Background: an optimization exercise with open tools, aiming at small area and a short achievable clock period. Do not read the settings as production practice. Where RTL was checked, it was by simulation tests only, not by an equivalence proof against the original. Function not checked in runs 5 and 6: the RTL went through the layout flow alone. No activity file was given, so power comes from the tool's default toggle rates.

==> config.mk <==
export PLATFORM = sky130hd
export DESIGN_NAME = badicecream
export DESIGN_NICKNAME = badicecream
export VERILOG_FILES = /design/flow/design.v
export SDC_FILE = /design/flow/constraint.sdc
export NUM_CORES = 4
export LEC_CHECK = 0
export CAP_MARGIN = 20
export CORE_MARGIN = 2
export CORE_UTILIZATION = 40
export SETUP_SLACK_MARGIN = 0.2
export SLEW_MARGIN = 20
==> constraint.sdc <==
create_clock -name core_clock -period 8.0 [get_ports {Clk}]
set_input_delay 1.6000 -clock core_clock [delete_from_list [all_inputs] [get_ports {Clk}]]
set_output_delay 1.6000 -clock core_clock [all_outputs]
set_load 0.01 [all_outputs]
==> design.v <==
module badicecream(input         Clk,                 
                             Reset,               
                             frame_clk,           
                input [10:0]   DrawX, DrawY ,    
				input [15:0]   keycode,				  
               	output logic is_BI	,			 
				output logic [10:0] BI_X, BI_Y,
				input logic up_wall, down_wall , left_wall, right_wall,
				output logic [10:0] BI_X_Pos, BI_Y_Pos,
				output logic [5:0] BI_BlkX_Pos, BI_BlkY_Pos
              );
	enum logic[2:0] { 
					 right=3'b000, 
					 left=3'b001,
					 up=3'b010,
					 down=3'b011,
					 Halted=3'b100} Dir, Dir_in, Dir_delayed, Dir_delayed_in;
    parameter [10:0] BI_X_Corner = 11'd64;   
    parameter [10:0] BI_Y_Corner = 11'd95;   
    parameter [5:0] BI_Blk_X_Corner = 6'd1;   
    parameter [5:0] BI_Blk_Y_Corner = 6'd1;   
    parameter [10:0] BI_X_Step = 10'd1;       
    parameter [10:0] BI_Y_Step = 10'd1;       
    parameter  BI_sizeX = 6'd32;         
	parameter  BI_sizeY = 6'd48;
	logic [5:0] frame_counter, per_frame_counter;   
	logic [5:0] frame_counter_in, per_frame_counter_in;
	logic [5:0] pace_counter, pace_counter_in;
    logic [10:0] BI_X_Motion, BI_Y_Motion;
    logic [10:0] BI_X_Pos_in, BI_X_Motion_in, BI_Y_Pos_in, BI_Y_Motion_in;
	logic [5:0] BI_BlkX_Pos_in, BI_BlkY_Pos_in;
	logic [2:0] health;
	assign health = 3'd1;    
    logic frame_clk_delayed, frame_clk_rising_edge;
   always_ff @ (posedge Clk) 
	begin
        frame_clk_delayed <= frame_clk;
        frame_clk_rising_edge <= (frame_clk == 1'b1) && (frame_clk_delayed == 1'b0);
		if (Reset)
		begin
			frame_counter <= 6'b0;
			per_frame_counter <= 6'b0;
		end
		else
		begin
			frame_counter <= frame_counter_in;
			per_frame_counter <=  per_frame_counter_in;
		end
    end
	always_comb
	begin
		frame_counter_in = frame_counter;
		per_frame_counter_in = per_frame_counter;
		if (frame_clk_rising_edge)    
		begin
		per_frame_counter_in = per_frame_counter+6'b1;
		if((per_frame_counter) == 6'b000111)  
			begin
				per_frame_counter_in=6'b0;
				frame_counter_in = frame_counter+6'b1;
				if((frame_counter ) == 6'b100)  
				begin
					frame_counter_in=6'b0;
				end
			end
		end
	end
    always_ff @ (posedge Clk)
    begin
        if (Reset)
        begin
            BI_X_Pos <= BI_X_Corner;
            BI_Y_Pos <= BI_Y_Corner;
			BI_BlkX_Pos <= BI_Blk_X_Corner;
			BI_BlkY_Pos <= BI_Blk_Y_Corner;
            BI_X_Motion <= 10'd0;
            BI_Y_Motion <= 10'd0;
			pace_counter <= 6'd0;
				Dir <= Halted;
				Dir_delayed <= down;
        end
        else
        begin
			pace_counter <= pace_counter_in;
            BI_X_Pos <= BI_X_Pos_in;
            BI_Y_Pos <= BI_Y_Pos_in;
            BI_X_Motion <= BI_X_Motion_in;
            BI_Y_Motion <= BI_Y_Motion_in;
			BI_BlkX_Pos <= BI_BlkX_Pos_in;
			BI_BlkY_Pos <= BI_BlkY_Pos_in;
			Dir <= Dir_in;
			Dir_delayed <= Dir_delayed_in;
        end
    end
    always_comb
    begin
		pace_counter_in = pace_counter;
        BI_X_Pos_in = BI_X_Pos;
        BI_Y_Pos_in = BI_Y_Pos;
		BI_X_Motion_in = BI_X_Motion;
		BI_Y_Motion_in = BI_Y_Motion;
        BI_BlkX_Pos_in = BI_BlkX_Pos;    
        BI_BlkY_Pos_in = BI_BlkY_Pos;
		Dir_in = Dir;
		Dir_delayed_in = Dir_delayed;
		if(health != 0)
		begin
			if (frame_clk_rising_edge)
			begin
            	BI_X_Pos_in = BI_X_Pos + BI_X_Motion_in;
            	BI_Y_Pos_in = BI_Y_Pos + BI_Y_Motion_in;
				if (Dir == Halted)  
				begin
					if ((keycode[7:0] == 8'd26) || ((keycode[15:8] == 8'd26 )))  
					begin
						Dir_delayed_in = up;
						if(up_wall)
						begin
							BI_Y_Motion_in = 0;
							BI_X_Motion_in = 0;
							Dir_in = Halted;
						end
						else
						begin
							BI_Y_Motion_in = -BI_Y_Step;
							BI_X_Motion_in = 0;
							Dir_in = up;	
						end
					end
					else if (((keycode[7:0] == 8'd4) || keycode[15:8] == 8'd4 ))  
						begin
							Dir_delayed_in = left;
							if (left_wall)			
							begin
								BI_X_Motion_in = 0;
								BI_Y_Motion_in = 0;
								Dir_in = Halted;
							end
							else
							begin
								BI_Y_Motion_in = 0;
								BI_X_Motion_in = -BI_X_Step;
								Dir_in = left;
							end
						end
					else if((keycode[7:0] == 8'd22) || ((keycode[15:8] == 8'd22 )))  
						begin
							Dir_delayed_in = down;
							if (down_wall) 
							begin
								BI_Y_Motion_in = 0;
								BI_X_Motion_in = 0;
							Dir_in = Halted;
							end
							else
							begin
								BI_Y_Motion_in = BI_Y_Step;
								BI_X_Motion_in = 0;
								Dir_in = down;
							end
						end
					else if (((keycode[7:0]) == 8'd7) || ((keycode[15:8]) == 8'd7))  
						begin
							Dir_delayed_in = right;
							if(right_wall) 
							begin
								BI_X_Motion_in = 0;
								BI_Y_Motion_in = 0;
								Dir_in = Halted;
							end
							else
							begin
								BI_Y_Motion_in = 0;
								BI_X_Motion_in = BI_X_Step;
								Dir_in = right;	
							end
						end
					else
						begin              
						end
				end
				else  
				begin
					pace_counter_in = pace_counter + 6'd1;
					if(pace_counter == 6'd31)
					begin
						pace_counter_in = 6'd0;
						case(Dir)
							left:
							begin
								BI_BlkX_Pos_in = BI_BlkX_Pos -1;
							end
							right:
							begin
								BI_BlkX_Pos_in = BI_BlkX_Pos +1;
							end
							up:
							begin
								BI_BlkY_Pos_in = BI_BlkY_Pos -1;
							end
							down:
							begin
								BI_BlkY_Pos_in = BI_BlkY_Pos +1;
							end
							default:
							begin
								BI_BlkY_Pos_in = 0;  
							end
						endcase
						Dir_in = Halted;
						BI_Y_Motion_in = 0;
						BI_X_Motion_in = 0;						
					end
				end
			end
        end
    end
    int DistX, DistY, Size;
    assign DistX = DrawX - BI_X_Pos;
    assign DistY = DrawY - BI_Y_Pos;
    always_comb begin
		   if (DistX < BI_sizeX && DistX >= 0 && DistY<=0 && -DistY < BI_sizeY)
		  begin
        is_BI = 1'b1;
				BI_X = DrawX - BI_X_Pos+({5'b0, frame_counter}*32);
				BI_Y = DrawY - BI_Y_Pos+BI_sizeY-1+ Dir_delayed_in*48;
		  end
        else
		  begin
        is_BI = 1'b0;
				BI_X = 0;
				BI_Y = 0;
        end
    end
endmodule
==> run.sh <==
#!/bin/bash
# synth_recipe.tcl (not shown) runs the flow's synth.tcl, then flattens the netlist and writes it again
# the make line also repeats each setting of config.mk as NAME=value (left out here)
make -C /OpenROAD-flow-scripts/flow DESIGN_CONFIG=/design/flow/config.mk WORK_HOME=/design/flow/orfs CLKGATE_MAP_FILE= SYNTH_SCRIPT=/design/flow/synth_recipe.tcl finish
==> results of run 1 <==
-- cell families after synthesis --
kind of cell             Yosys count
AO/OA/AOI/OAI                    175
AND/OR/NAND/NOR                  262
adder cells (fa/ha/maj)           93
flip-flops                        63
XOR/XNOR                          56
buffers and inverters             89
multiplexers                      19
-- cell usage after synthesis (all sizes together), types with 13 or more instances --
| cell type | number |
|---|---|
| nor2 | 97 |
| ha | 84 |
| inv | 72 |
| dfxtp | 63 |
| a21oi | 49 |
| nand2 | 43 |
| xor2 | 32 |
| o21ai | 24 |
| xnor2 | 24 |
| a21o | 22 |
| or3 | 21 |
| nand2b | 17 |
| nand3 | 17 |
| nor3 | 17 |
| mux2i | 16 |
| nor2b | 15 |
| clkbuf | 13 |
-- power groups by stage --
| stage | registers [mW] | clock network (mW) | logic (mW) |
|---|---|---|---|
| after global routing | 0.321 | 0.389 | 0.317 |
| after global placement | 0.328 | 0 | 0.253 |
| after detailed placement | 0.328 | 0 | 0.258 |
| after CTS | 0.321 | 0.374 | 0.273 |
| after floorplan | 0.328 | 0 | 0.165 |
| final | 0.321 | 0.365 | 0.289 |
-- per-stage QoR --
stage	instance area, um2	util (%)
2_1_floorplan	6050	-
3_3_place_gp	7570	51.7
3_5_place_dp	7570	51.7
4_1_cts	8010	54.7
5_1_grt	8190	55.9
6_report	8190	55.9
-- layer usage --
metal	vias to the layer above	GRT usage, %	routed length [um]	part of all wire [%]
met1	2749	24.1	7390	46
li1	2991	-	-	-
met4	0	5.75	232	1.5
met5	-	0	0	0
met3	20	3.35	586	3.7
met2	106	33.9	7730	49
-- layout make-up --
class | count | area [um2]
Sequential cell | 63 | 1260
Clock inverter | 7 | 48.8
Multi-Input combinational cell | 605 | 4720
Inverter | 72 | 270
Timing Repair Buffer | 158 | 1440
Tap cell | 184 | 230
Fill cell | 1356 | 6450
Clock buffer | 9 | 225
-- registers in the layout, indices dropped and copies added (netlist names), 3 cells and up --
register and flops:
per_frame_counter 6, BI_BlkX_Pos 6, frame_counter 6, Dir_delayed 3
Dir 3, BI_X_Pos 11, pace_counter 6, BI_Y_Pos 11
BI_BlkY_Pos 6
-- timing repair --
item,CTS,global route
pin swaps,19,21
endpoints found under the setup margin,23,23
hold buffers,0,0
buffers inserted,7,3
resized for setup,98,34
cloned,1,0
-- worst max-delay path, cell delays in order --
cell	delay [ps]
clkdlybuf4s50_1	460
ha_2	300
nor2_4	130
a2111oi_4	70
buf_4	150
or3_4	370
and2_4	170
or3_4	380
nor2_4	110
nand3_2	110
ha_4	210
nor2_2	90
nand3_1	80
or4_4	510
a2111oi_4	230
o2111ai_1	150
a221o_2	410
buf_12	170
nor2_1	110
clkdlybuf4s15_2	230
-- worst max-delay path by stage --
stage,from,end,slack [ps],depth (start not counted)
after detailed placement,DrawY[0],BI_X[10],-580,21
after global routing,DrawY[3],BI_X[2],170,21
after floorplan,DrawY[0],BI_Y[3],710,18
final,DrawY[3],BI_Y[10],330,20
after global placement,DrawY[0],BI_Y[10],-440,20
after CTS,DrawY[3],BI_X[2],200,21
==> flow_summary.ini, run 1 <==
[place]
post-place-cells = 1071
gp_congestion = 0.892
post-place-ws_ps = -580
hpwl_mm = 12.2
io_buffers = 101

[finish]
fin_nets = 1047
syn_to_final_growth_pct = 35.3
final_cell_mix = ha_1 (76), nor2_1 (73), clkdlybuf4s50_1 (73)
layout_commonest_cell = ha_1
antenna_cells = 0
stdcell_count = 1098
drive_gt1_share_pct = 18.2

[critical_path]
worstSetupEndpointType = output pin
cp_max_fo = 8
r2r_cells = 10
cp-start-kind = primary input
reg2reg_from = BI_X_Motion[9]
crit_type = in2out
arrival_ps = 6070
ff2ff_setup_slack_ps = 5040
r2r_end = BI_X_Pos[10]
required_ps = 6400

[global_route]
antenna_found_initial = 0
grt_usage_pct = 19.3
grt_max_degree = 59
grt_pass1_wl_mm = 25.7
overflow = 0
grt_pass1_vias = 5610

[synth]
ys_seq_area_share_pct = 20.8
syn-cell-area_um2 = 6050
synth_compound_area_share_pct = 20.1
synth-simple-area-share_pct = 21.6
ys_async_sr_fraction_pct = 0
ys_seq_elements = 63
yosysWarnings = 1
synthAdderAreaFrac_pct = 20.3
synth_mux_area_share_pct = 3.20
synth.distinct_cells = 68
synthXorXnorAreaFrac_pct = 8.10
synth_cells = 757
synthTopCellsByArea = dfxtp_1 (21%), ha_1 (17%), nor2_1 (4.8%)
avgSynthCellArea_um2 = 8.00
synth_top_area_cell = dfxtp_1
synth_top_family_by_area = simple AND/OR/NAND/NOR gates
synth_top_area_share_pct = 20.8
synth_edf_count = 0
synthFlopType = dfxtp_1

[sta]
setup_viol = 0
max-slew-margin-rel_pct = 58.4
max_freq_ghz = 0.130
worst-slew-pin-transition_ps = 609
slew_viol_final = 0
worst_hold_slack_ps = 382
grt_setup_unrepaired = false
finalCritPeriodShare_pct = 95.9
hold_violations = 0
tns_ps = 0
fin_ws_ps = 325
layout_min_cycle_time_ps = 7670
skew_ps = 5.53

[job]
max_cap_violations = 0

[floorplanning]
start_util_pct = 41.3
die_area_um2 = 16100
rows = 44
core_area_um2 = 14600
dieHeight_um = 127
dieWidth_um = 127
ios = 102

[pwr]
leakagePower_nw = 3.50
p_switching_mw = 0.308
max-vdd-ir-drop_mv = 0.0786
p_clk_share_pct = 37.5
switching_share_pct = 31.6
combinationalPowerShare_pct = 29.6
p_seq_share_pct = 32.9
cellInternalPower_mw = 0.667
total_power_mw = 0.975
power-per-cell-area_nw_per_um2 = 119

[clocking]
htreeDepth = 3
cts_buffers = 9
cts-root-buf = clkbuf_16
clk_pin_slew_ps = 60
cts.sinks = 63
cts_tree = yes
clk_latency_ps = 340
ctsLongestPathBuffers = 2

[min_path]
hp-start = frame_clk_delayed
min_to = frame_clk_rising_edge
hold_path.class = reg2reg
holdPathStages = 1

[drt]
first_pass_iters = 4
drc_errors = 0
postRouteAntennaNets = 0
drt_iter0_markers = 332
wl_per_cell_um = 14.5
wl_mm = 15.9
via_count = 5866
vias_per_cell = 5.34

[outcome]
status = timing/DRC/antenna clean
==> run 2: changes to the inputs <==
==> design.v (replaced) <==
module badicecream(input         Clk,                 
                             Reset,               
                             frame_clk,           
                input [10:0]   DrawX, DrawY ,    
				input [15:0]   keycode,				  
               	output logic is_BI	,			 
				output logic [10:0] BI_X, BI_Y,
				input logic up_wall, down_wall , left_wall, right_wall,
				output logic [10:0] BI_X_Pos, BI_Y_Pos,
				output logic [5:0] BI_BlkX_Pos, BI_BlkY_Pos
              );
	localparam [1:0] RIGHT = 2'd0, LEFT = 2'd1, UP = 2'd2, DOWN = 2'd3;
	logic frame_clk_delayed, frame_clk_rising_edge;
	logic [2:0] per_frame_counter;    
	logic [2:0] frame_counter;        
	logic       walking;
	logic [1:0] facing;
	always_ff @(posedge Clk) begin
		frame_clk_delayed     <= frame_clk;
		frame_clk_rising_edge <= frame_clk & ~frame_clk_delayed;
	end
	wire kW = (keycode[7:0] == 8'd26) | (keycode[15:8] == 8'd26);
	wire kA = (keycode[7:0] == 8'd4)  | (keycode[15:8] == 8'd4);
	wire kS = (keycode[7:0] == 8'd22) | (keycode[15:8] == 8'd22);
	wire kD = (keycode[7:0] == 8'd7)  | (keycode[15:8] == 8'd7);
	wire anykey = kW | kA | kS | kD;
	logic [1:0] key_dir;
	logic       key_wall;
	always_comb begin
		if (kW)      begin key_dir = UP;    key_wall = up_wall;    end
		else if (kA) begin key_dir = LEFT;  key_wall = left_wall;  end
		else if (kS) begin key_dir = DOWN;  key_wall = down_wall;  end
		else         begin key_dir = RIGHT; key_wall = right_wall; end
	end
	wire turn = frame_clk_rising_edge & ~walking & anykey;
	wire [1:0] facing_in = turn ? key_dir : facing;
	logic walk_end;
	always_comb begin
		case (facing)
			RIGHT: walk_end = (BI_X_Pos[4:0] == 5'd31);
			LEFT:  walk_end = (BI_X_Pos[4:0] == 5'd1);
			UP:    walk_end = (BI_Y_Pos[4:0] == 5'd0);
			DOWN:  walk_end = (BI_Y_Pos[4:0] == 5'd30);
		endcase
	end
	always_ff @(posedge Clk) begin
		if (Reset) begin
			per_frame_counter <= 3'd0;
			frame_counter     <= 3'd0;
			BI_X_Pos          <= 11'd64;
			BI_Y_Pos          <= 11'd95;
			walking           <= 1'b0;
			facing            <= DOWN;
		end else if (frame_clk_rising_edge) begin
			per_frame_counter <= per_frame_counter + 3'd1;
			if (per_frame_counter == 3'd7)
				frame_counter <= frame_counter[2] ? 3'd0 : frame_counter + 3'd1;
			if (!walking) begin
				if (anykey) begin
					facing  <= key_dir;
					walking <= ~key_wall;
				end
			end else begin
				case (facing)
					RIGHT: BI_X_Pos <= BI_X_Pos + 11'd1;
					LEFT:  BI_X_Pos <= BI_X_Pos - 11'd1;
					UP:    BI_Y_Pos <= BI_Y_Pos - 11'd1;
					DOWN:  BI_Y_Pos <= BI_Y_Pos + 11'd1;
				endcase
				if (walk_end)
					walking <= 1'b0;
			end
		end
	end
	wire xoff = (facing == LEFT) & (|BI_X_Pos[4:0]);
	wire yoff = (facing == DOWN) & ~(&BI_Y_Pos[4:0]);
	assign BI_BlkX_Pos = BI_X_Pos[10:5] - {5'd0, ~xoff};
	assign BI_BlkY_Pos = BI_Y_Pos[10:5] - {4'd0, yoff, ~yoff};
	wire [11:0] dx = {1'b0, DrawX} - {1'b0, BI_X_Pos};
	wire [11:0] dy = {1'b0, BI_Y_Pos} - {1'b0, DrawY};
	wire inX = (dx[11:5] == 7'd0);
	wire inY = ~dy[11] & (dy[10:0] <= 11'd47);
	wire [5:0] t = DrawY[5:0] - BI_Y_Pos[5:0] + 6'd47;
	wire [3:0] row = {2'b00, t[5:4]} + {1'b0, facing_in, 1'b0} + {2'b00, facing_in};
	assign is_BI = inX & inY;
	assign BI_X = is_BI ? {3'b000, frame_counter, dx[4:0]} : 11'd0;
	assign BI_Y = is_BI ? {3'b000, row, t[3:0]} : 11'd0;
endmodule
--- a/config.mk
+++ b/config.mk
@@ -8,5 +8,5 @@
 export CAP_MARGIN = 20
 export CORE_MARGIN = 2
 export CORE_UTILIZATION = 40
-export SETUP_SLACK_MARGIN = 0.2
+export SETUP_SLACK_MARGIN = 4
 export SLEW_MARGIN = 20
==> flow_summary.ini, run 2 <==
[floorplanning]
ios = 102
rows = 37
core_area_um2 = 10300
dieHeight_um = 106
dieWidth_um = 106
die_area_um2 = 11300
start_util_pct = 40.8

[synth]
synthXorXnorAreaFrac_pct = 6.68
synth_top_area_share_pct = 17.0
ys_async_sr_fraction_pct = 0
synth_top_family_by_area = simple AND/OR/NAND/NOR gates
avgSynthCellArea_um2 = 7.80
synthAdderAreaFrac_pct = 21.0
syn-cell-area_um2 = 4200
synth-simple-area-share_pct = 25.8
synth.top_cells.by_count = ha_1 (57), inv_1 (51), nand2_1 (42)
synth_compound_area_share_pct = 21.3
synth_cells = 538
yosysWarnings = 1
synth.distinct_cells = 73
synth_edf_count = 0
synthTopCellsByArea = ha_1 (17%), dfxtp_1 (16%), a21oi_1 (4.7%)
ys_seq_area_share_pct = 15.7
synthFlopType = dfxtp_1
synth_mux_area_share_pct = 1.43
synth_top_area_cell = ha_1
ys_seq_elements = 33
yosysMostFrequentCell = ha_1

[clocking]
ctsLongestPathBuffers = 2
cts.sinks = 33
clk_pin_slew_ps = 70
clk_latency_ps = 290
cts.hold.buffers_added = 0
cts_buffers = 5
cts_tree = yes
htreeDepth = 2
cts-root-buf = clkbuf_8

[sta]
tns_ps = 0
max-slew-margin-rel_pct = 50.6
finalCritPeriodShare_pct = 79.4
layout_min_cycle_time_ps = 6350
slew_viol_final = 0
worst_hold_slack_ps = 389
max_freq_ghz = 0.158
setup_viol = 0
worst-slew-pin-transition_ps = 738
fin_ws_ps = 1650
hold_violations = 0
skew_ps = 10.7
grt_setup_unrepaired = true

[pwr]
max-vdd-ir-drop_mv = 0.0492
cellInternalPower_mw = 0.298
p_seq_share_pct = 37.2
p_clk_share_pct = 28.0
switching_share_pct = 33.2
combinationalPowerShare_pct = 34.9
total_power_mw = 0.445
leakagePower_nw = 2.80
p_switching_mw = 0.148
power-per-cell-area_nw_per_um2 = 68.8

[finish]
final_cell_mix = clkdlybuf4s50_1 (42), buf_4 (40), inv_1 (39)
fillers = 931
drive_gt1_share_pct = 31.4
fin_nets = 785
top_regs = BI_X_Pos x11, BI_Y_Pos x11
layout_commonest_cell = clkdlybuf4s50_1
fin_util_pct = 63.0
syn_to_final_growth_pct = 54.3

[critical_path]
startpoint = keycode[13]
worstSetupEndpointType = output pin
reg2reg_from = facing[1]
crit_type = in2out
arrival_ps = 4750
required_ps = 6400
cp-start-kind = primary input
cp_max_fo = 3

[global_route]
grt_pass1_wl_mm = 21.2
antenna_found_initial = 1
grt_usage_pct = 22.9
overflow = 0
grt_max_degree = 31
grt_pass1_vias = 4401

[place]
hpwl_mm = 9.43
post-place-ws_ps = 781
io_buffers = 95
gp_congestion = 0.882

[drt]
drt_iter0_markers = 178
vias_per_cell = 5.42
via_count = 4404
first_pass_iters = 4
wl_mm = 13.0
postRouteAntennaNets = 0
drc_errors = 0
wl_per_cell_um = 16.0

[min_path]
hp-start = frame_clk_delayed
hold_path.class = reg2reg

[job]
max_cap_violations = 0

[outcome]
status = timing/DRC/antenna clean
-- run 2: power by group through the flow --
stage / clock (mW) / sequential [mW] / combinational [mW]
after floorplan: 0 / 0.170 / 0.0877
after global placement: 0 / 0.171 / 0.123
after detailed placement: 0 / 0.171 / 0.124
after CTS: 0.129 / 0.166 / 0.148
after global routing: 0.135 / 0.166 / 0.167
final: 0.125 / 0.165 / 0.155
-- run 2: repair_timing --
item	in CTS	in global routing
pin swaps	29	21
buffers inserted	42	10
endpoints found under the setup margin	29	23
gates cloned	1	0
gates resized for setup	176	56
-- run 2: cells by family (layout without fill, tap and decap cells) --
logic type | Yosys count | after routing
DFF | 33 | 33
other | 1 | 7
and+or+nand+nor | 191 | 191
muxes | 6 | 6
adders and majority gates | 66 | 66
xor gates and xnor gates | 32 | 32
buffers and inverters | 79 | 212
AOI/OAI and AO/OA | 130 | 130
-- run 2: final cells by class --
cell class                      count  area (um2)  share of cell area, %
Inverter                           53         214                   3.30
Timing Repair Buffer              151        1350                   20.9
Sequential cell                    33         683                   10.6
Tap cell                          136         170                   2.63
Antenna cell                        1        2.50                 0.0386
Multi-Input combinational cell    431        3970                   61.3
Clock buffer                        6        72.6                   1.12
Clock inverter                      2        10.0                  0.155
-- run 2: metal layers --
metal / vias to the layer above / track usage (%) / wire (um)
li1: 2223 / - / -
met1: 2082 / 28.6 / 5800
met2: 85 / 41.8 / 6630
met3: 14 / 2.82 / 470
met4: 0 / 5.19 / 131
met5: - / 0 / 0
-- run 2: worst paths after layout --
check | endpoint | slack, ps | cells after the start
max | BI_Y[6] | 1650 | 13
max reg2reg | BI_X_Pos[10] | 5150 | 11
min reg2reg | frame_clk_rising_edge | 390 | 1
min | frame_clk_rising_edge | 390 | 1
-- run 2: critical path, cell delays in order --
cell,delay [ps]
buf_6,90
or3_4,370
or3_4,350
o32ai_4,290
nand2b_4,180
nand2_2,50
a22o_4,270
fa_1,450
ha_2,200
fa_2,530
nand3_2,80
nor4_4,120
buf_2,160
-- run 2: stage by stage --
step | cell area, um2 | cells
6_report | 6470 | 813
5_1_grt | 6470 | 813
4_1_cts | 6290 | 802
3_5_place_dp | 5600 | 751
3_3_place_gp | 5600 | 751
2_1_floorplan | 4620 | 543
==> run 3: changes to the inputs <==
--- a/config.mk
+++ b/config.mk
@@ -8,5 +8,5 @@
 export CAP_MARGIN = 20
 export CORE_MARGIN = 2
 export CORE_UTILIZATION = 40
-export SETUP_SLACK_MARGIN = 4
+export SETUP_SLACK_MARGIN = 0.2
 export SLEW_MARGIN = 20
==> flow_summary.ini, run 3 <==
[outcome]
status = timing/DRC/antenna clean

[synth]
ys_seq_elements = 33
synthTopCellsByArea = ha_1 (17%), dfxtp_1 (16%), a21oi_1 (4.7%)
synth_top_area_share_pct = 17.0
synthFlopType = dfxtp_1
ys_seq_area_share_pct = 15.7
syn-cell-area_um2 = 4200
synth_cells = 538
yosysMostFrequentCell = ha_1
synth_top_area_cell = ha_1
synth_edf_count = 0
yosysWarnings = 1
synth.top_cells.by_count = ha_1 (57), inv_1 (51), nand2_1 (42)
avgSynthCellArea_um2 = 7.80
ys_async_sr_fraction_pct = 0
synth.distinct_cells = 73

[clocking]
ctsLongestPathBuffers = 2
htreeDepth = 2
clk_pin_slew_ps = 70
cts.sinks = 33
cts_tree = yes
cts_resized = 0
cts-root-buf = clkbuf_8
clk_latency_ps = 280
cts.hold.buffers_added = 0
post-cts-setup-buffer-count = 0
cts_buffers = 5

[sta]
layout_min_cycle_time_ps = 7450
finalCritPeriodShare_pct = 93.1
max-slew-margin-rel_pct = 33.7
fin_ws_ps = 550
max_freq_ghz = 0.134
slew_viol_final = 0
tns_ps = 0
worst-slew-pin-transition_ps = 994
skew_ps = 13.7
grt_setup_unrepaired = false
hold_violations = 0
setup_viol = 0

[finish]
seq_area_um2 = 661
top_regs = BI_X_Pos x11, BI_Y_Pos x11
drive_gt1_share_pct = 5.62
final_cell_mix = clkdlybuf4s50_1 (95), ha_1 (57), inv_1 (51)
fillers = 1018
fin_nets = 732
multi_input_area_um2 = 3220
antenna_cells = 0
syn_to_final_growth_pct = 27.3
layout_commonest_cell = clkdlybuf4s50_1

[min_path]
min_to = frame_clk_rising_edge
hp-start = frame_clk_delayed
holdPathStages = 1
hold_path.class = reg2reg

[critical_path]
worstSetupEndpointType = output pin
cp-start-kind = primary input
cp_max_fo = 5
required_ps = 6400
cp_slowest_cell = clkdlybuf4s50_1
critical-path-top-delay-family = simple AND/OR/NAND/NOR gates
path_cells = clkdlybuf4s50_1 > or3_1 > or3_1 > o32ai_1 > nand2b_1 > nand2_1 > a22o_1 > fa_1 > ha_1 > fa_1 > nand3_1 > nor4_2 > clkdlybuf4s50_1
cp_num_buf_inv = 2
arrival_ps = 5850
reg2reg_from = facing[0]
r2r_cells = 10
startpoint = keycode[15]
ff2ff_setup_slack_ps = 4800
max_stage_delay_ps = 570
crit_type = in2out
r2r_end = BI_X_Pos[10]

[place]
hpwl_mm = 9.21
gp_congestion = 0.870
io_buffers = 95
post-place-ws_ps = 528

[floorplanning]
rows = 37
dieHeight_um = 106
ios = 102
core_area_um2 = 10300
start_util_pct = 40.8
die_area_um2 = 11300
dieWidth_um = 106

[global_route]
grt_max_degree = 31
grt_pass1_vias = 4092
grt_pass1_wl_mm = 19.3
grt_usage_pct = 20.7
antenna_found_initial = 0
overflow = 0

[drt]
wl_per_cell_um = 15.1
vias_per_cell = 5.51
via_count = 4180
postRouteAntennaNets = 0
first_pass_iters = 4
wl_mm = 11.4
drc_errors = 0
drt_iter0_markers = 200

[pwr]
max-vdd-ir-drop_mv = 0.0530
power-per-cell-area_nw_per_um2 = 82.4
leakagePower_nw = 2.16

[job]
max_cap_violations = 0
## run 3: cell counts after synthesis
No cell type changed its count.
## run 3: final cells by class
class / instances / area share [%]
Multi-Input combinational cell: 431 / 60.3
Inverter: 53 / 3.72
Timing Repair Buffer: 98 / 18.2
Tap cell: 136 / 3.19
Clock inverter: 1 / 0.562
Sequential cell: 33 / 12.4
Clock buffer: 7 / 1.62
## run 3: kinds of logic (layout without fill, tap and decap cells)
| logic type | after synthesis | after routing | synth area share (%) |
|---|---|---|---|
| DFF | 33 | 33 | 15.7 |
| AOI/OAI and AO/OA | 130 | 130 | 21.3 |
| and+or+nand+nor | 191 | 191 | 25.8 |
| muxes | 6 | 6 | 1.43 |
| xor gates and xnor gates | 32 | 32 | 6.68 |
| buffers and inverters | 79 | 159 | 7.90 |
| other | 1 | 6 | 0.0894 |
| adders and majority gates | 66 | 66 | 21.0 |
## run 3: where the power goes
part	leakage (nW)	internal [mW]	switching [mW]
clock	0.0585	0.102	0.0629
sequential	0.267	0.166	0.00183
combinational	1.83	0.0509	0.0576
total	2.16	0.318	0.122
## run 3: metal layers
layer / part of all wire, % / global-route usage, %
met3: 3.5 / 2.08
met2: 47 / 35.3
met4: 1.5 / 6.22
met5: 0 / 0
met1: 48 / 27.5
## run 3: how the worst max path moves through the flow
stage | to | slack [ps] | cells after the start
6_report | BI_Y[6] | 550 | 13
5_1_grt | BI_Y[6] | 350 | 13
4_1_cts | BI_Y[6] | 540 | 13
3_5_place_dp | BI_Y[6] | 530 | 13
3_3_place_gp | BI_Y[6] | 640 | 13
2_1_floorplan | BI_Y[6] | 1720 | 11
## run 3: through the flow
stage               total power, mW  hold slack, ps  cell area (um2)  utilization [%]  std cells
finish                        0.440             385             5340             52.0        759
global route                  0.465             423             5340             52.0        759
CTS                           0.446             386             5340             52.0        759
detailed placement            0.279             372             5230             50.9        751
global placement              0.277             377             5230             50.9        751
floorplan                     0.241             367             4220                -        543
==> run 4: changes to the inputs <==
==> flow/run.sh (new file) <==
#!/bin/bash
# Standard ORFS layout, with the smallest buffer on every input and output port.
set -euo pipefail
export BUFFER_PORTS_ARGS="-buffer_cell sky130_fd_sc_hd__buf_1"
bash standard.sh > standard.log 2>&1
==> standard.sh (new file) <==
#!/bin/bash
# synth_recipe.tcl (not shown) runs the flow's synth.tcl, then flattens the netlist and writes it again
# the make line also repeats each setting of config.mk as NAME=value (left out here)
make -C /OpenROAD-flow-scripts/flow DESIGN_CONFIG=/design/flow/config.mk WORK_HOME=/design/flow/orfs CLKGATE_MAP_FILE= SYNTH_SCRIPT=/design/flow/synth_recipe.tcl "${@:-finish}"
--- a/config.mk
+++ b/config.mk
@@ -8,5 +8,5 @@
 export CAP_MARGIN = 20
 export CORE_MARGIN = 2
 export CORE_UTILIZATION = 40
-export SETUP_SLACK_MARGIN = 0.2
+export SETUP_SLACK_MARGIN = 4
 export SLEW_MARGIN = 20
removed: run.sh
==> flow_summary.ini, run 4 <==
[clocking]
clk_pin_slew_ps = 80
cts_buffers = 5
cts.sinks = 33
clk_latency_ps = 290
cts.hold.buffers_added = 0
ctsLongestPathBuffers = 2
htreeDepth = 2
cts-root-buf = clkbuf_8
cts_tree = yes

[synth]
avgSynthCellArea_um2 = 7.80
synth_top_area_share_pct = 17.0
synthTopCellsByArea = ha_1 (17%), dfxtp_1 (16%), a21oi_1 (4.7%)
syn-cell-area_um2 = 4200
synth_edf_count = 0
ys_async_sr_fraction_pct = 0
synthFlopType = dfxtp_1
synth.top_cells.by_count = ha_1 (57), inv_1 (51), nand2_1 (42)
synth_top_area_cell = ha_1
ys_seq_elements = 33
synth_cells = 538
synth.distinct_cells = 73
yosysWarnings = 1
ys_seq_area_share_pct = 15.7
yosysMostFrequentCell = ha_1

[finish]
syn_to_final_growth_pct = 38.1
layout_commonest_cell = buf_1
antenna_cells = 0
fillers = 945
final_cell_mix = buf_1 (72), inv_1 (45), ha_1 (44)
fin_nets = 764
seq_area_um2 = 673
fin_area_um2 = 5800
multi_input_area_um2 = 3810
top_regs = BI_X_Pos x11, BI_Y_Pos x11
stdcell_count = 791
drive_gt1_share_pct = 24.3

[floorplanning]
ios = 102
dieHeight_um = 106
dieWidth_um = 106
core_area_um2 = 10300
start_util_pct = 40.8
die_area_um2 = 11300
rows = 37

[min_path]
holdPathStages = 1
hold_path.class = reg2reg
hp-start = frame_clk_delayed
min_to = frame_clk_rising_edge

[pwr]
max-vdd-ir-drop_mv = 0.0610
p_seq_share_pct = 35.9
combinationalPowerShare_pct = 29.2
p_clk_share_pct = 34.9
leakagePower_nw = 2.40
cellInternalPower_mw = 0.316
power-per-cell-area_nw_per_um2 = 80.0
p_switching_mw = 0.148
switching_share_pct = 31.9

[sta]
worst_hold_slack_ps = 393
finalCritPeriodShare_pct = 80.1
skew_ps = 9.15
worst-slew-pin-transition_ps = 898
setup_viol = 0
layout_min_cycle_time_ps = 6410
grt_setup_unrepaired = true
hold_violations = 0
slew_viol_final = 0
max-slew-margin-rel_pct = 40.1
tns_ps = 0
max_freq_ghz = 0.156

[critical_path]
cp_max_fo = 3
r2r_end = BI_X_Pos[10]
required_ps = 6400
reg2reg_from = facing[1]
worstSetupEndpointType = output pin
cp-start-kind = primary input
arrival_ps = 4810
ff2ff_setup_slack_ps = 5080
crit_type = in2out
r2r_cells = 10

[global_route]
grt_usage_pct = 20.7
grt_max_degree = 31
use_met3_pct = 2.82
grt_busiest_layer = met2
grt_pass1_vias = 4170
grt_pass1_wl_mm = 19.4
antenna_found_initial = 0
grt_use_met1_pct = 26.4
overflow = 0
grtUsageMet2_pct = 36.5

[place]
hpwl_mm = 8.90
gp_congestion = 0.915
io_buffers = 95
placed_area_um2 = 5000
post-place-cells = 751

[drt]
first_pass_iters = 4
wl_mm = 11.9
vias_per_cell = 5.51
via_count = 4358
drt_iter0_markers = 163
postRouteAntennaNets = 0
wl_per_cell_um = 15.1
drc_errors = 0

[outcome]
status = timing/DRC/antenna clean

[job]
max_cap_violations = 0
run 4: cell counts after synthesis:
Identical to the previous run, type by type.
run 4: cell type report:
class                           count  area share [%]
Multi-Input combinational cell    431            65.8
Timing Repair Buffer              130            14.1
Sequential cell                    33            11.6
Inverter                           53            3.65
Tap cell                          136            2.94
Clock buffer                        5            1.19
Clock inverter                      3           0.799
run 4: power groups by stage:
stage,combinational [mW],sequential [mW],clock (mW)
2_1_floorplan,0.0877,0.170,0
3_3_place_gp,0.108,0.171,0
3_5_place_dp,0.109,0.171,0
4_1_cts,0.123,0.167,0.168
5_1_grt,0.148,0.167,0.173
6_report,0.135,0.167,0.162
run 4: worst max-delay path: stages:
cell and delay [ps]:
buf_1 70, or3_4 380, or3_4 410, o32ai_4 250, nand2b_4 180, nand2_2 50
a22o_4 270, fa_1 480, ha_4 180, fa_1 490, nand3_2 80, nor4_4 210
buf_2 170
run 4: stage by stage:
stage	total power [mW]	util [%]	worst slack (ps)
after floorplan	0.258	-	1900
after global placement	0.279	48.7	1570
after detailed placement	0.280	48.7	1530
after CTS	0.458	54.1	1630
after global routing	0.487	56.4	1470
final	0.464	56.4	1590
run 4: repair_timing:
item / 4_1_cts / 5_1_grt
resized for setup: 54 / 37
pin swaps: 23 / 14
setup endpoints to repair: 22 / 21
buffers inserted: 20 / 9
gates cloned: 3 / 0
run 4: logic make-up after synthesis:
group | after synthesis | share of synthesized area, %
AOI/OAI and AO/OA | 130 | 21.3
adders and majority gates | 66 | 21.0
muxes | 6 | 1.43
other | 1 | 0.0894
buffers and inverters | 79 | 7.90
and+or+nand+nor | 191 | 25.8
xor gates and xnor gates | 32 | 6.68
DFF | 33 | 15.7
run 4: per-layer routing:
| layer | up-vias | routed length, um |
|---|---|---|
| li1 | 2188 | - |
| met1 | 2080 | 5510 |
| met2 | 76 | 5890 |
| met3 | 14 | 365 |
| met4 | 0 | 141 |
| met5 | - | 0 |
run 4: worst max-delay path by stage:
stage,from,to,slack [ps],cells after the start
2_1_floorplan,keycode[15],BI_Y[6],1900,11
3_3_place_gp,keycode[15],BI_Y[6],1570,13
3_5_place_dp,keycode[15],BI_Y[6],1530,13
4_1_cts,keycode[15],BI_Y[6],1630,13
5_1_grt,keycode[15],BI_Y[6],1470,13
6_report,keycode[15],BI_Y[6],1590,13
==> run 5: changes to the inputs <==
--- a/design.v
+++ b/design.v
@@ -15,6 +15,8 @@
 	logic [2:0] frame_counter;        
 	logic       walking;
 	logic [1:0] facing;
+	logic [5:0] x_hi, y_hi;
+	logic [4:0] off;
 	always_ff @(posedge Clk) begin
 		frame_clk_delayed     <= frame_clk;
 		frame_clk_rising_edge <= frame_clk & ~frame_clk_delayed;
@@ -34,21 +36,20 @@
 	end
 	wire turn = frame_clk_rising_edge & ~walking & anykey;
 	wire [1:0] facing_in = turn ? key_dir : facing;
-	logic walk_end;
-	always_comb begin
-		case (facing)
-			RIGHT: walk_end = (BI_X_Pos[4:0] == 5'd31);
-			LEFT:  walk_end = (BI_X_Pos[4:0] == 5'd1);
-			UP:    walk_end = (BI_Y_Pos[4:0] == 5'd0);
-			DOWN:  walk_end = (BI_Y_Pos[4:0] == 5'd30);
-		endcase
-	end
+	wire off_up  = ~facing[0];
+	wire [4:0] off_next = off_up ? off + 5'd1 : off - 5'd1;
+	wire off_wrap = off_up ? (off == 5'd31) : (off == 5'd0);
+	wire walk_end = off_up ? (off == 5'd31) : (off == 5'd1);
+	wire hi_up = ~(facing[0] ^ facing[1]);
+	wire [5:0] hi_cur  = facing[1] ? y_hi : x_hi;
+	wire [5:0] hi_next = hi_up ? hi_cur + 6'd1 : hi_cur - 6'd1;
 	always_ff @(posedge Clk) begin
 		if (Reset) begin
 			per_frame_counter <= 3'd0;
 			frame_counter     <= 3'd0;
-			BI_X_Pos          <= 11'd64;
-			BI_Y_Pos          <= 11'd95;
+			x_hi              <= 6'd2;     
+			y_hi              <= 6'd2;     
+			off               <= 5'd0;
 			walking           <= 1'b0;
 			facing            <= DOWN;
 		end else if (frame_clk_rising_edge) begin
@@ -61,21 +62,25 @@
 					walking <= ~key_wall;
 				end
 			end else begin
-				case (facing)
-					RIGHT: BI_X_Pos <= BI_X_Pos + 11'd1;
-					LEFT:  BI_X_Pos <= BI_X_Pos - 11'd1;
-					UP:    BI_Y_Pos <= BI_Y_Pos - 11'd1;
-					DOWN:  BI_Y_Pos <= BI_Y_Pos + 11'd1;
-				endcase
+				off <= off_next;
+				if (off_wrap) begin
+					if (facing[1]) y_hi <= hi_next;
+					else           x_hi <= hi_next;
+				end
 				if (walk_end)
 					walking <= 1'b0;
 			end
 		end
 	end
-	wire xoff = (facing == LEFT) & (|BI_X_Pos[4:0]);
-	wire yoff = (facing == DOWN) & ~(&BI_Y_Pos[4:0]);
-	assign BI_BlkX_Pos = BI_X_Pos[10:5] - {5'd0, ~xoff};
-	assign BI_BlkY_Pos = BI_Y_Pos[10:5] - {4'd0, yoff, ~yoff};
+	wire [4:0] x_lo = off & {5{~facing[1]}};
+	wire [4:0] y_lo = ~(off & {5{facing[1]}});
+	assign BI_X_Pos = {x_hi, x_lo};
+	assign BI_Y_Pos = {y_hi, y_lo};
+	wire moved = |off;
+	wire xadj = moved & (facing == LEFT);
+	wire yadj = moved & (facing == DOWN);
+	assign BI_BlkX_Pos = x_hi - {5'd0, ~xadj};
+	assign BI_BlkY_Pos = y_hi - {4'd0, yadj, ~yadj};
 	wire [11:0] dx = {1'b0, DrawX} - {1'b0, BI_X_Pos};
 	wire [11:0] dy = {1'b0, BI_Y_Pos} - {1'b0, DrawY};
 	wire inX = (dx[11:5] == 7'd0);
==> flow/run.sh (replaced) <==
#!/bin/bash
# Standard ORFS layout, with the smallest buffer on every input and output port
# and without mapping adders to the library's half/full adder cells.
set -euo pipefail
export BUFFER_PORTS_ARGS="-buffer_cell sky130_fd_sc_hd__buf_1"
export ADDER_MAP_FILE=
bash standard.sh > standard.log 2>&1
==> flow_summary.ini, run 5 <==
[synth]
avgSynthCellArea_um2 = 7.10
synth_edf_count = 0
synth.distinct_cells = 80
synth_top_area_share_pct = 14.4
synth.top_cells.by_count = nor2_1 (48), xnor2_1 (46), nand2_1 (40)
ys_seq_area_share_pct = 14.4
yosysWarnings = 1
synthTopCellsByArea = dfxtp_1 (14%), xnor2_1 (10%), nor2_1 (4.6%)
ys_async_sr_fraction_pct = 0
ys_seq_elements = 28
yosysMostFrequentCell = nor2_1
synthFlopType = dfxtp_1
syn-cell-area_um2 = 3890
synth_cells = 548
synth_top_area_cell = dfxtp_1

[sta]
skew_ps = 7.89
hold_violations = 0
tns_ps = 0
layout_min_cycle_time_ps = 5570
grt_setup_unrepaired = true
max-slew-margin-rel_pct = 59.9
slew_viol_final = 0
setup_viol = 0
finalCritPeriodShare_pct = 69.6
worst-slew-pin-transition_ps = 601
max_freq_ghz = 0.180

[place]
gp_congestion = 0.876
io_buffers = 95
hpwl_mm = 8.54

[finish]
fin_util_pct = 52.1
top_regs = x_hi x6, y_hi x6, off x5
fin_nets = 677
antenna_cells = 0
syn_to_final_growth_pct = 28.5
final_cell_mix = buf_1 (67), nor2_1 (45), xnor2_1 (43)
drive_gt1_share_pct = 21.7
layout_commonest_cell = buf_1

[drt]
drt_iter0_markers = 174
wl_mm = 11.6
first_pass_iters = 4
wl_per_cell_um = 15.2
via_count = 4265
postRouteAntennaNets = 0
drc_errors = 0
vias_per_cell = 5.58

[clocking]
cts-root-buf = clkbuf_8
clk_latency_ps = 270
cts_buffers = 3
cts.sinks = 28
ctsLongestPathBuffers = 2
cts.hold.buffers_added = 0
htreeDepth = 1
clk_pin_slew_ps = 100
cts_tree = yes

[global_route]
overflow = 0
grt_usage_pct = 21.2
grt_max_degree = 37
grt_pass1_vias = 3772
grt_pass1_wl_mm = 18.2
antenna_found_initial = 0

[pwr]
power-per-cell-area_nw_per_um2 = 75.2
cellInternalPower_mw = 0.257
p_seq_share_pct = 37.8
total_power_mw = 0.376
combinationalPowerShare_pct = 32.2
max-vdd-ir-drop_mv = 0.0597
p_switching_mw = 0.119
leakagePower_nw = 1.80
p_clk_share_pct = 29.9
switching_share_pct = 31.7

[critical_path]
worstSetupEndpointType = output pin
path_cells = buf_1 > nor2b_2 > a221o_1 > and2_1 > o22ai_2 > a211o_1 > a221oi_4 > nand4_4 > buf_12 > buf_16 > nor4_4 > buf_2
ff2ff_setup_slack_ps = 5410
r2r_cells = 7
cp_slowest_cell = a211o_1
cp-start-kind = primary input
arrival_ps = 3970
required_ps = 6400
r2r_end = y_hi[1]
max_stage_delay_ps = 340
crit_type = in2out
cp_max_fo = 8
reg2reg_from = facing[0]

[job]
max_cap_violations = 0

[floorplanning]
core_area_um2 = 9590
start_util_pct = 40.6
die_area_um2 = 10500
dieWidth_um = 103
rows = 36
dieHeight_um = 103
ios = 102

[min_path]
min_to = frame_clk_rising_edge
holdPathStages = 1
hold_path.class = reg2reg
hp-start = frame_clk_delayed

[outcome]
status = timing/DRC/antenna clean
## run 5: cell count changes after synthesis, sizes merged, moves of 11 or more
| cell | delta |
|---|---|
| nor2b | +11 |
| ha | -57 |
| nor2 | +20 |
| inv | -35 |
| nand2b | +16 |
| xnor2 | +26 |
| nand3 | -17 |
## run 5: area by class of cell
cell class	count	area, um2
Fill cell	972	4590
Inverter	20	75.1
Multi-Input combinational cell	461	3440
Clock buffer	3	41.3
Sequential cell	28	576
Clock inverter	1	30.0
Tap cell	133	166
Timing Repair Buffer	118	669
## run 5: what timing repair did
| action | 4_1_cts | 5_1_grt |
|---|---|---|
| hold endpoints to repair | 0 | 0 |
| buffers inserted | 16 | 3 |
| setup endpoints to repair | 23 | 21 |
| resized for setup | 59 | 34 |
| cloned | 1 | 0 |
| pin swaps | 15 | 11 |
## run 5: logic make-up after synthesis
family | after synthesis | synth area share, %
AOI/OAI and AO/OA | 146 | 25.9
xor gates and xnor gates | 62 | 14.3
adders and majority gates | 6 | 1.61
buffers and inverters | 64 | 7.59
DFF | 28 | 14.4
muxes | 6 | 1.54
other | 1 | 0.0963
and+or+nand+nor | 235 | 34.5
## run 5: power by group through the flow
stage	combinational (mW)	clock [mW]	sequential, mW
detailed placement	0.101	0	0.147
CTS	0.115	0.116	0.143
floorplan	0.0812	0	0.146
global placement	0.0990	0	0.146
global route	0.132	0.121	0.143
finish	0.121	0.113	0.142
## run 5: metal layers
metal  part of all wire [%]  global-route usage [%]
met1                     46                    29.5
met2                     49                    35.8
met3                    2.8                   0.881
met4                    2.2                    6.15
met5                      0                       0
## run 5: through the flow
| step | instance area, um2 | setup WS, ps | hold WS, ps | std cells |
|---|---|---|---|---|
| finish | 5000 | 2430 | 389 | 764 |
| global route | 5000 | 2300 | 411 | 764 |
| CTS | 4870 | 2460 | 393 | 761 |
| detailed placement | 4470 | 1620 | 377 | 740 |
| global placement | 4470 | 1700 | 372 | 740 |
| floorplan | 4170 | 2710 | 367 | 553 |
## run 5: worst max-delay path, delay by kind of cell
family / cells / cell delay [ps]
and+or+nand+nor: 4 / 770
buffers and inverters: 4 / 630
AOI/OAI and AO/OA: 4 / 950
## run 5: worst max-delay path by stage
stage               slack [ps]         from       to
floorplan                 2710  keycode[15]  BI_Y[5]
global placement          1700     DrawY[3]  BI_X[6]
detailed placement        1620     DrawY[3]  BI_X[0]
CTS                       2460     DrawY[0]  BI_Y[6]
global route              2300     DrawX[6]  BI_Y[5]
finish                    2430     DrawX[2]  BI_Y[3]
==> run 6: changes to the inputs <==
==> flow/run.sh (replaced) <==
#!/bin/bash
# Standard ORFS layout, with the smallest buffer on every input and output port.
set -euo pipefail
export BUFFER_PORTS_ARGS="-buffer_cell sky130_fd_sc_hd__buf_1"
bash standard.sh > standard.log 2>&1
==> flow_summary.ini, run 6 <==
[outcome]
status = timing/DRC/antenna clean

[floorplanning]
core_area_um2 = 8300
start_util_pct = 41.6
ios = 102
rows = 33
dieWidth_um = 96.9
die_area_um2 = 9380
dieHeight_um = 96.9

[place]
hpwl_mm = 7.30
io_buffers = 95
gp_congestion = 0.887
post-place-ws_ps = 1650

[sta]
setup_viol = 0
max_freq_ghz = 0.162
skew_ps = 8.62
worst-slew-pin-transition_ps = 710
finalCritPeriodShare_pct = 77.0
fin_ws_ps = 1840
worst_hold_slack_ps = 392
max-slew-margin-rel_pct = 52.6
grt_setup_unrepaired = true
tns_ps = 0
layout_min_cycle_time_ps = 6160
slew_viol_final = 0
hold_violations = 0

[drt]
drt_iter0_markers = 116
vias_per_cell = 5.31
first_pass_iters = 4
wl_per_cell_um = 14.4
wl_mm = 9.54
postRouteAntennaNets = 0
drc_errors = 0
via_count = 3529

[critical_path]
required_ps = 6400
ff2ff_setup_slack_ps = 5360
crit_type = in2out
cp-start-kind = primary input
arrival_ps = 4560
cp_max_fo = 4
worstSetupEndpointType = output pin

[min_path]
hold_path.class = reg2reg

[clocking]
ctsLongestPathBuffers = 2
cts.sinks = 28
cts-root-buf = clkbuf_8
clk_latency_ps = 280
cts_tree = yes
htreeDepth = 1
cts.hold.buffers_added = 0
cts_buffers = 3
clk_pin_slew_ps = 100

[synth]
synth_edf_count = 0
synthFlopType = dfxtp_1
synth.top_cells.by_count = ha_1 (48), inv_1 (48), nand2_1 (42), nor2_1 (42), dfxtp_1 (28)
synth_top_area_cell = ha_1
ys_seq_area_share_pct = 16.2
synth_cells = 450
synth.distinct_cells = 63
synthTopCellsByArea = ha_1 (17%), dfxtp_1 (16%), inv_1 (5.2%)
synth_top_area_share_pct = 17.4
ys_async_sr_fraction_pct = 0
yosysWarnings = 1
avgSynthCellArea_um2 = 7.67
syn-cell-area_um2 = 3450
ys_seq_elements = 28

[finish]
syn_to_final_growth_pct = 35.8
final_cell_mix = buf_1 (67), nand2_1 (40), nor2_1 (40), inv_1 (40), ha_1 (36)
top_regs = x_hi x6, y_hi x6, off x5
antenna_cells = 0
drive_gt1_share_pct = 23.4
layout_commonest_cell = buf_1
fin_nets = 660

[global_route]
grt_max_degree = 27
grt_pass1_vias = 3307
grt_usage_pct = 19.3
grt_pass1_wl_mm = 15.4
antenna_found_initial = 0
overflow = 0

[pwr]
power-per-cell-area_nw_per_um2 = 73.3
max-vdd-ir-drop_mv = 0.0761
combinationalPowerShare_pct = 26.1
leakagePower_nw = 2.06
p_switching_mw = 0.0960
cellInternalPower_mw = 0.247
total_power_mw = 0.343
p_clk_share_pct = 32.5
p_seq_share_pct = 41.4
switching_share_pct = 27.9

[job]
max_cap_violations = 0
-- run 6: changes by cell type after synthesis, moves of 8 or more --
cell | previous run | this run
ha_1 | 0 | 48
nor3_1 | 17 | 5
and3_1 | 3 | 14
nor4_2 | 9 | 0
xnor2_1 | 46 | 19
buf_2 | 8 | 0
o21ai_0 | 28 | 13
nand2b_1 | 23 | 10
clkbuf_1 | 23 | 11
inv_1 | 17 | 48
nor2b_1 | 19 | 3
-- run 6: path summary, 6_finish.rpt --
check / from / end / cells past startpoint
min: frame_clk_delayed / frame_clk_rising_edge / 1
max: keycode[15] / BI_Y[6] / 12
max reg2reg: facing[1] / x_hi[5] / 10
min reg2reg: frame_clk_delayed / frame_clk_rising_edge / 1
-- run 6: cell families after synthesis --
| logic type | after synthesis | share of synthesized area (%) |
|---|---|---|
| adder cells (fa/ha/maj) | 55 | 21.5 |
| flip-flops | 28 | 16.2 |
| multiplexers | 10 | 2.90 |
| buffers and inverters | 68 | 8.52 |
| AO/OA/AOI/OAI | 100 | 19.8 |
| other | 1 | 0.109 |
| AND/OR/NAND/NOR | 159 | 23.5 |
| XOR/XNOR | 29 | 7.36 |
-- run 6: repair_timing --
item / 4_1_cts / 5_1_grt
pin swaps: 22 / 14
setup buffers: 19 / 5
gates resized for setup: 76 / 21
endpoints found under the setup margin: 27 / 26
-- run 6: metrics by stage --
| stage | util, % | std cells | instance area [um2] |
|---|---|---|---|
| floorplan | - | 455 | 3660 |
| global placement | 48.4 | 636 | 4020 |
| detailed placement | 48.4 | 636 | 4020 |
| CTS | 54.9 | 659 | 4550 |
| global route | 56.5 | 664 | 4690 |
| finish | 56.5 | 664 | 4690 |
-- run 6: layout make-up --
type	count	area [um2]
clock inverters	1	30.0
repair buffers	120	752
multi-input cells	359	2970
clock buffers	3	41.3
well taps	105	131
inverters	48	193
flip-flops and latches	28	567
fillers	782	3610
-- run 6: layer usage --
layer  GRT usage (%)  routed length (um)
met1            26.0                4510
met3            1.52                 301
met2            34.5                4690
met4            2.82                  42
met5               0                   0
-- run 6: worst max-delay path, stage by stage --
cell and delay (ps):
buf_1 70, or3_4 380, or3_4 340, or3_4 340
o31ai_4 80, o21ai_1 100, a22o_1 270, fa_1 450
ha_2 190, fa_1 480, and3_4 170, buf_6 90
-- run 6: power by group through the flow --
stage	combinational [mW]	sequential, mW	clock, mW
2_1_floorplan	0.0599	0.145	0
3_3_place_gp	0.0760	0.146	0
3_5_place_dp	0.0777	0.146	0
4_1_cts	0.0842	0.142	0.114
5_1_grt	0.0996	0.142	0.120
6_report	0.0896	0.142	0.112
==> run 7: changes to the inputs <==
--- a/design.v
+++ b/design.v
@@ -81,13 +81,29 @@
 	wire yadj = moved & (facing == DOWN);
 	assign BI_BlkX_Pos = x_hi - {5'd0, ~xadj};
 	assign BI_BlkY_Pos = y_hi - {4'd0, yadj, ~yadj};
-	wire [11:0] dx = {1'b0, DrawX} - {1'b0, BI_X_Pos};
-	wire [11:0] dy = {1'b0, BI_Y_Pos} - {1'b0, DrawY};
-	wire inX = (dx[11:5] == 7'd0);
-	wire inY = ~dy[11] & (dy[10:0] <= 11'd47);
-	wire [5:0] t = DrawY[5:0] - BI_Y_Pos[5:0] + 6'd47;
-	wire [3:0] row = {2'b00, t[5:4]} + {1'b0, facing_in, 1'b0} + {2'b00, facing_in};
+	wire [4:0] ox = off & {5{~facing[1]}};
+	wire [4:0] oy = off & {5{facing[1]}};
+	wire [5:0] xl = {1'b0, DrawX[4:0]} - {1'b0, ox};
+	wire [5:0] yl = {1'b0, DrawY[4:0]} + {1'b0, oy};
+	wire bx = xl[5];
+	wire by = yl[5];
+	wire [5:0] xa = DrawX[10:5];
+	wire [5:0] xb = ~x_hi;
+	wire [5:0] xp = xa ^ xb;
+	wire [5:0] xq = xa | xb;
+	wire inX = (xp[0] == ~bx) & (xp[5:1] == xq[4:0]) & xq[5];
+	wire [5:0] ya = y_hi;
+	wire [5:0] yb = ~DrawY[10:5];
+	wire [5:0] yp = ya ^ yb;
+	wire [5:0] yq = ya | yb;
+	wire [5:0] yg = ya & yb;
+	wire yu = (yp[5:2] == yq[4:1]) & yq[5];
+	wire hd0 = (yp[0] == ~by) & (yp[1] == yq[0]);
+	wire hd1 = (yp[0] == by) & (yp[1] == yg[0]);
+	wire inY = yu & (hd0 | (hd1 & yl[4]));
+	wire [1:0] t54 = hd0 ? {yl[4], ~yl[4]} : 2'b00;
+	wire [3:0] row = {2'b00, t54} + {1'b0, facing_in, 1'b0} + {2'b00, facing_in};
 	assign is_BI = inX & inY;
-	assign BI_X = is_BI ? {3'b000, frame_counter, dx[4:0]} : 11'd0;
-	assign BI_Y = is_BI ? {3'b000, row, t[3:0]} : 11'd0;
+	assign BI_X = is_BI ? {3'b000, frame_counter, xl[4:0]} : 11'd0;
+	assign BI_Y = is_BI ? {3'b000, row, yl[3:0]} : 11'd0;
 endmodule
==> flow/run.sh (replaced) <==
#!/bin/bash
# Standard ORFS layout, with the smallest buffer on every input and output port
# and without mapping adders to the library's half/full adder cells.
set -euo pipefail
export BUFFER_PORTS_ARGS="-buffer_cell sky130_fd_sc_hd__buf_1"
export ADDER_MAP_FILE=
bash standard.sh > standard.log 2>&1
--- a/config.mk
+++ b/config.mk
@@ -8,5 +8,5 @@
 export CAP_MARGIN = 20
 export CORE_MARGIN = 2
 export CORE_UTILIZATION = 40
-export SETUP_SLACK_MARGIN = 4
+export SETUP_SLACK_MARGIN = 3.5
 export SLEW_MARGIN = 20
==> flow_summary.ini, run 7 <==
[place]
io_buffers = 95
hpwl_mm = 5.66
gp_congestion = 0.833
placed_area_um2 = 3350

[sta]
grt_setup_unrepaired = true
tns_ps = 0
slew_viol_final = 0
finalCritPeriodShare_pct = 63.7
skew_ps = 3.87
setup_viol = 0
worst-slew-pin-transition_ps = 617
max-slew-margin-rel_pct = 58.8
layout_min_cycle_time_ps = 5090
max_freq_ghz = 0.196
worst_hold_slack_ps = 392
hold_violations = 0

[drt]
via_count = 3037
wl_per_cell_um = 13.4
wl_mm = 7.95
drc_errors = 0
drt_iter0_markers = 97
first_pass_iters = 4
postRouteAntennaNets = 0
vias_per_cell = 5.11

[pwr]
leakagePower_nw = 1.45
power-per-cell-area_nw_per_um2 = 79.8
total_power_mw = 0.307
max-vdd-ir-drop_mv = 0.0845

[outcome]
status = timing/DRC/antenna clean

[synth]
synth.top_cells.by_count = nor2_1 (65), xnor2_1 (33), dfxtp_1 (28), o21ai_0 (28), nand2_1 (27)
ys_seq_area_share_pct = 19.4
synth.distinct_cells = 66
syn-cell-area_um2 = 2900
synth_top_area_share_pct = 19.4
synthFlopType = dfxtp_1
synthTopCellsByArea = dfxtp_1 (19%), xnor2_1 (10%), nor2_1 (8.4%)
avgSynthCellArea_um2 = 7.13
ys_async_sr_fraction_pct = 0
synth_top_area_cell = dfxtp_1
ys_seq_elements = 28
synth_edf_count = 0
yosysMostFrequentCell = nor2_1
synth_cells = 406
yosysWarnings = 1

[critical_path]
cp-start-kind = primary input
r2r_cells = 8
reg2reg_from = facing[1]
arrival_ps = 3490
worstSetupEndpointType = output pin
ff2ff_setup_slack_ps = 5510
required_ps = 6400
startpoint = DrawY[1]
cp_max_fo = 4
r2r_end = y_hi[5]
crit_type = in2out

[clocking]
clk_pin_slew_ps = 100
ctsLongestPathBuffers = 2
cts_tree = yes
htreeDepth = 1
cts.sinks = 28
clk_latency_ps = 270
cts_buffers = 3
cts-root-buf = clkbuf_8

[floorplanning]
dieHeight_um = 89.1
dieWidth_um = 89.1
rows = 31
core_area_um2 = 7140
ios = 102
die_area_um2 = 7930
start_util_pct = 40.6

[global_route]
grt_pass1_wl_mm = 11.9
grt_max_degree = 27
grt_pass1_vias = 2636
antenna_found_initial = 0
grt_usage_pct = 18.7
overflow = 0

[finish]
final_cell_mix = buf_1 (72), nor2_1 (57), xnor2_1 (32)
antenna_cells = 0
fin_nets = 541
syn_to_final_growth_pct = 32.7
fin_area_um2 = 3840
top_regs = x_hi x6, y_hi x6, off x5
drive_gt1_share_pct = 20.0
fin_util_pct = 53.8
layout_commonest_cell = buf_1

[job]
max_cap_violations = 0

[min_path]
hp-start = frame_clk_delayed
holdPathStages = 1
hold_path.class = reg2reg
min_to = frame_clk_rising_edge
-- run 7: cell types whose count changed after synthesis, moves of 14 or more --
cell,delta
inv_1,-37
o21ai_0,+15
ha_1,-48
xnor2_1,+14
nor2_1,+23
nand2_1,-15
-- run 7: cell type report --
type	count	area [um2]
Multi-Input combinational cell	340	2430
Fill cell	706	3300
Tap cell	99	124
Sequential cell	28	561
Clock buffer	3	41.3
Timing Repair Buffer	110	607
Inverter	13	48.8
Clock inverter	1	30.0
-- run 7: layer usage --
layer	GRT usage [%]	vias to the layer above	routed length, um
li1	-	1555	-
met1	23.0	1405	3560
met2	35.5	71	4060
met3	1.94	6	294
met4	2.85	0	38
met5	0	-	0
-- run 7: cell families after synthesis --
| group | count (synthesis) | share of synthesized area, % |
|---|---|---|
| other | 1 | 0.130 |
| adder cells (fa/ha/maj) | 2 | 0.735 |
| multiplexers | 11 | 3.80 |
| XOR/XNOR | 56 | 16.9 |
| flip-flops | 28 | 19.4 |
| buffers and inverters | 43 | 7.43 |
| AND/OR/NAND/NOR | 181 | 31.6 |
| AO/OA/AOI/OAI | 84 | 20.0 |
-- run 7: how the worst max path moves through the flow --
stage               slack (ps)  endpoint
floorplan                 3190   BI_X[5]
global placement          2230   BI_Y[4]
detailed placement        2180   BI_Y[4]
CTS                       2900   BI_Y[4]
global route              2810   BI_Y[4]
finish                    2910   BI_Y[4]
-- run 7: where the power goes --
part           switching (mW)  internal (mW)  leakage [nW]
combinational          0.0290         0.0230          1.18
clock                  0.0453         0.0670        0.0357
sequential            0.00170          0.141         0.227
-- run 7: worst max-delay path, cell delays in order --
cell,delay (ps)
buf_6,110
o211ai_4,200
a311oi_2,150
buf_4,170
o21a_4,200
o31a_1,320
or2_2,300
o21ai_0,120
nor3b_2,160
buf_2,140
-- run 7: repair_timing --
| action | in CTS | in global routing |
|---|---|---|
| pin swaps | 7 | 17 |
| resized for setup | 24 | 67 |
| buffers inserted | 7 | 5 |
| hold buffers | 0 | 0 |
| gates cloned | 0 | 1 |
| endpoints found under the setup margin | 17 | 17 |
-- run 7: metrics by stage --
stage | cells | setup WS, ps
2_1_floorplan | 411 | 3190
3_3_place_gp | 577 | 2230
3_5_place_dp | 577 | 2180
4_1_cts | 588 | 2900
5_1_grt | 594 | 2810
6_report | 594 | 2910
==> run 8: changes to the inputs <==
--- a/config.mk
+++ b/config.mk
@@ -8,5 +8,5 @@
 export CAP_MARGIN = 20
 export CORE_MARGIN = 2
 export CORE_UTILIZATION = 40
-export SETUP_SLACK_MARGIN = 3.5
+export SETUP_SLACK_MARGIN = 3.0
 export SLEW_MARGIN = 20
==> flow_summary.ini, run 8 <==
[synth]
synthFlopType = dfxtp_1
ys_seq_area_share_pct = 19.4
avgSynthCellArea_um2 = 7.13
yosysMostFrequentCell = nor2_1
syn-cell-area_um2 = 2900
synth_edf_count = 0
yosysWarnings = 1
synth.distinct_cells = 66
synth_cells = 406
synthTopCellsByArea = dfxtp_1 (19%), xnor2_1 (10%), nor2_1 (8.4%)
synth_top_area_share_pct = 19.4
synth.top_cells.by_count = nor2_1 (65), xnor2_1 (33), dfxtp_1 (28), o21ai_0 (28), nand2_1 (27)
synth_top_area_cell = dfxtp_1
ys_async_sr_fraction_pct = 0
ys_seq_elements = 28

[finish]
fin_util_pct = 51.8
final_cell_mix = buf_1 (73), nor2_1 (56), xnor2_1 (31)
antenna_cells = 0
fillers = 724
top_regs = x_hi x6, y_hi x6, off x5
drive_gt1_share_pct = 18.7
fin_nets = 539
syn_to_final_growth_pct = 27.8
layout_commonest_cell = buf_1

[floorplanning]
die_area_um2 = 7930
ios = 102
rows = 31
core_area_um2 = 7140
start_util_pct = 40.6
dieWidth_um = 89.1
dieHeight_um = 89.1

[critical_path]
crit_end = BI_Y[1]
ff2ff_setup_slack_ps = 5210
arrival_ps = 3500
cp_slowest_cell = a311oi_2
reg2reg_from = facing[0]
cp_max_fo = 8
required_ps = 6400
r2r_end = y_hi[5]
crit_type = in2out
path_cells = buf_8 > o211ai_4 > o211ai_1 > a311oi_2 > buf_4 > nand2_1 > o21ai_1 > a221o_2 > nand4_4 > buf_12 > nor2_1 > buf_2
cp_num_buf_inv = 4
startpoint = DrawY[1]
max_stage_delay_ps = 320
critical-path-top-delay-family = compound AO/OA/AOI/OAI gates
r2r_cells = 8
path_depth = 12
cp-start-kind = primary input
worstSetupEndpointType = output pin

[drt]
drc_errors = 0
postRouteAntennaNets = 0
wl_mm = 7.30
wl_per_cell_um = 12.4
drt_iter0_markers = 182
vias_per_cell = 5.10
via_count = 3012
first_pass_iters = 4

[pwr]
p_clk_share_pct = 28.4
combinationalPowerShare_pct = 18.4
leakagePower_nw = 1.42
switching_share_pct = 26.6
max-vdd-ir-drop_mv = 0.0744
cellInternalPower_mw = 0.196
power-per-cell-area_nw_per_um2 = 72.3
p_switching_mw = 0.0712
p_seq_share_pct = 53.2

[sta]
tns_ps = 0
max-slew-margin-rel_pct = 38.8
layout_min_cycle_time_ps = 5100
grt_setup_unrepaired = true
max_freq_ghz = 0.196
fin_ws_ps = 2900
setup_viol = 0
hold_violations = 0
slew_viol_final = 0
worst-slew-pin-transition_ps = 917
worst_hold_slack_ps = 386
skew_ps = 2.40
finalCritPeriodShare_pct = 63.7

[place]
gp_congestion = 0.783
io_buffers = 95
hpwl_mm = 5.41
post-place-ws_ps = 2430

[job]
max_cap_violations = 0

[global_route]
use_met3_pct = 3.97
grt_max_degree = 27
grt_pass1_wl_mm = 11.6
antenna_found_initial = 0
grt_busiest_layer = met2
overflow = 0
grt_usage_pct = 17.9
grtUsageMet2_pct = 30.4
grt_pass1_vias = 2595
grt_use_met1_pct = 23.3

[clocking]
clk_latency_ps = 270
htreeDepth = 1
cts.hold.buffers_added = 0
cts_tree = yes
cts.sinks = 28
cts_buffers = 3
ctsLongestPathBuffers = 2
clk_pin_slew_ps = 90
cts-root-buf = clkbuf_8

[outcome]
status = timing/DRC/antenna clean

[min_path]
hold_path.class = reg2reg
run 8: logic make-up (layout without fill, tap and decap cells):
family | Yosys count | after routing | share of synthesized area [%]
and+or+nand+nor | 181 | 181 | 31.6
AOI/OAI and AO/OA | 84 | 84 | 20.0
xor gates and xnor gates | 56 | 56 | 16.9
buffers and inverters | 43 | 124 | 7.43
DFF | 28 | 28 | 19.4
muxes | 11 | 11 | 3.80
adders and majority gates | 2 | 2 | 0.735
other | 1 | 6 | 0.130
run 8: worst min path at each step:
stage | endpoint | slack [ps] | from | depth (start not counted)
finish | frame_clk_rising_edge | 390 | frame_clk_delayed | 1
global route | frame_clk_rising_edge | 410 | frame_clk_delayed | 1
CTS | frame_clk_rising_edge | 390 | frame_clk_delayed | 1
detailed placement | frame_clk_rising_edge | 380 | frame_clk_delayed | 1
global placement | frame_clk_rising_edge | 370 | frame_clk_delayed | 1
floorplan | frame_clk_rising_edge | 370 | frame_clk_delayed | 1
run 8: power groups by stage:
stage	combinational (mW)	sequential, mW	clock (mW)
finish	0.0492	0.142	0.0760
global route	0.0548	0.143	0.0841
CTS	0.0438	0.142	0.0803
detailed placement	0.0402	0.146	0
global placement	0.0395	0.146	0
floorplan	0.0280	0.145	0
run 8: layout make-up:
type                    count  area (um2)  share of cell area (%)
clock buffers               3        41.3                    1.12
multi-input cells         340        2380                    64.2
repair buffers            108         549                    14.8
flip-flops and latches     28         561                    15.2
inverters                  13        48.8                    1.32
well taps                  99         124                    3.35
run 8: layer usage:
| layer | vias up | part of all wire [%] |
|---|---|---|
| met4 | 0 | 1.1 |
| li1 | 1556 | - |
| met3 | 6 | 5.8 |
| met5 | - | 0 |
| met2 | 82 | 48 |
| met1 | 1368 | 45 |
run 8: timing repair:
action | CTS | global route
pin swaps | 19 | 27
resized for setup | 45 | 45
setup buffers | 6 | 6
endpoints found under the setup margin | 17 | 17
run 8: stage by stage:
stage | cells | power (mW) | cell area, um2
after floorplan | 411 | 0.173 | 2910
after global placement | 576 | 0.185 | 3240
after detailed placement | 576 | 0.186 | 3240
after CTS | 585 | 0.267 | 3490
after global routing | 591 | 0.282 | 3700
final | 591 | 0.268 | 3700

Check on run 8: ideal ports give 2.902 ns setup slack; a clkbuf_16 on the clock port and buf_2 on the inputs give 2.864 ns; moving port delays by the midpoint clock arrival (0.296 ns) as well gives 2.864 ns.
